This is an optimization exercise on Yosys and OpenROAD, whose aim is small area and a short achievable clock period, not a production implementation.
The RTL was checked by simulation tests, not by an equivalence proof against the original design.
Power and IR drop assume default switching activity.

## cpu1
module cpu1 (
    input wire clk,
    input wire reset,
    output wire [7:0] mem_addr,
    output wire mem_we,
    output wire [31:0] mem_wdata,
    input wire [31:0] mem_rdata
);
    localparam [4:0] C_RST   = 5'd0,  C_ADDI  = 5'd1,  C_ADDIU = 5'd2,  C_BR    = 5'd3,
                     C_SLLM  = 5'd4,  C_LOAD  = 5'd5,  C_LUI   = 5'd6,  C_SBH   = 5'd7,
                     C_SLTI  = 5'd8,  C_SW    = 5'd9,  C_J     = 5'd10, C_JAL   = 5'd11,
                     C_ADD   = 5'd12, C_AND   = 5'd13, C_DIV   = 5'd14, C_MULT  = 5'd15,
                     C_JR    = 5'd16, C_MFHI  = 5'd17, C_MFLO  = 5'd18, C_SHIFT = 5'd19,
                     C_SLT   = 5'd20, C_SUB   = 5'd21, C_BREAK = 5'd22, C_RTE   = 5'd23,
                     C_ADDM  = 5'd24, C_UNDEF = 5'd25, C_OVF   = 5'd26;
    reg        fetch;       
    reg [5:0]  cnt;
    reg [4:0]  cls;
    reg [1:0]  ph;
    reg        rst_r;       
    reg        clr;         
    reg [31:0] IR, A, B, PC, HI, LO;
    reg        q1;
    reg [31:8] MDR;         
    reg [7:0]  addr_r;
    reg        we_r;
    wire [5:0]  op    = IR[31:26];
    wire [4:0]  rs    = IR[25:21];
    wire [4:0]  rt    = IR[20:16];
    wire [4:0]  rd    = IR[15:11];
    wire [4:0]  shamt = IR[10:6];
    wire [5:0]  funct = IR[5:0];
    wire [31:0] seimm = {{16{IR[15]}}, IR[15:0]};
    assign mem_addr  = addr_r;
    assign mem_we    = we_r;
    reg [31:0] wd_r;        
    assign mem_wdata = wd_r;
    reg [4:0] dec;
    always @(*) begin
        dec = C_UNDEF;
        if (op == 6'h00) begin
            if (funct == 6'h20) dec = C_ADD;
            else if (funct == 6'h24) dec = C_AND;
            else if (funct == 6'h1A) dec = C_DIV;
            else if (funct == 6'h18) dec = C_MULT;
  ...
For scale: roughly 5,000 cells after synthesis, about 1,400 flip-flops, about 75 I/O pins, ~46,000 µm² of cells after synthesis.
clock: 20.0 ns
lec_check: 0
abc_area: 1
cap_margin: 20
core_margin: 2
core_utilization: 60
cts_cluster_diameter: 60
cts_cluster_size: 25
place_density: 0.72
slew_margin: 20
standard.sh (not shown) runs the stock make flow with config.mk's settings and CLKGATE_MAP_FILE= SYNTH_SCRIPT=/design/flow/synth_recipe.tcl, a recipe that flattens the netlist after the stock synthesis.
==> flow/flow/run.sh <==
#!/bin/bash
# The standard layout (the standard.sh, the standard synthesis unchanged),
# with two changes to how the layout is made: timing repair aims at 15 ns of
# setup slack (a 5 ns cycle; the constraint stays the design's own), and the
# port buffers are buf_2 cells. The whole make output goes to standard.log;
# ORFS keeps each step's own log under orfs/logs.
set -euo pipefail
bash standard.sh SETUP_SLACK_MARGIN=15 "BUFFER_PORTS_ARGS=-buffer_cell sky130_fd_sc_hd__buf_2" finish > standard.log 2>&1
The baseline completed without violations.
Then changed:
Settings changed: ABC_AREA 1 to not set, CORE_UTILIZATION 60 to 55, PLACE_DENSITY 0.72 to 0.7.
Outcome: The new run completed without violations. Design area is higher by 3.5%. Global-route usage is lower by 4.1 points. Routed wire length is higher by 1.4%.
Then changed:
Settings changed: CTS_CLUSTER_SIZE 25 to 30.
Design area rises by 0.86%.
Hold slack degrades by 0.015 ns.
Worst setup slack degrades by 0.0034 ns.
First-iteration DRC count went up by 9.4%.
Power came out higher by 1.4%.
Synthesized cell count is unchanged.
Global-route usage increases by 0.14 points.
Count of clock-buffer cells in the layout decreases by 7.
Via count goes up by 0.50%.
Clock skew increases by 0.014 ns.
Wire length rises by 0.52%.
Then changed:
Settings changed: ABC_AREA set to 1, CORE_UTILIZATION 55 to 65, CTS_CLUSTER_SIZE 30 to 25, PLACE_DENSITY 0.7 to 0.82.
Result: The new run ran to the end with no violations. Power decreases by 2.6%. Clock-buffer cell count climbs by 2. Worst hold slack gains 0.0088 ns. Wire length came out lower by 2.2%. Synthesized cell count goes up by 11%. Global-route usage rose by 6.7 points. Maximum frequency rose by 0.50%. Combinational power barely changes. Worst setup slack gains 0.025 ns. Sequential power stays flat. Via count came out higher by 5.3%.

## afterwards: timing with drivers on the ports
The flow's constraints put no driver on any port. The routed layouts listed below were extracted and timed again, unchanged, in two steps.
Step 1 (the two cells are an assumption about what drives the block):
set clk [get_ports {clk}]
set_driving_cell -lib_cell sky130_fd_sc_hd__clkbuf_16 $clk
set_driving_cell -lib_cell sky130_fd_sc_hd__buf_2 [delete_from_list [all_inputs] $clk]
Step 2 times the ports against the registers' clock, not the clock port: input delays grow and output delays shrink by t, the midpoint of the rising clock arrivals with the driver on.
Three values: ideal, step 1, step 2; two values: the first two.
| run | t (ns) | slack for setup (ns) | slew at the worst register clock pin (ns) |
|---|---|---|---|
| the first run | 0.738 | 14.855 / 14.783 / 14.649 | 0.10 / 0.10 |
| the second run | 0.747 | 14.846 / 14.782 / 14.530 | 0.10 / 0.10 |
| the third run | 0.749 | 14.843 / 14.780 / 14.529 | 0.11 / 0.11 |
| the fourth run | 0.739 | 14.868 / 14.797 / 14.699 | 0.10 / 0.10 |
After both steps every run listed still meets setup and hold. For the second run, which loses most, drivers alone change the setup slack by -0.064 ns; drivers and shift together by -0.316 ns.
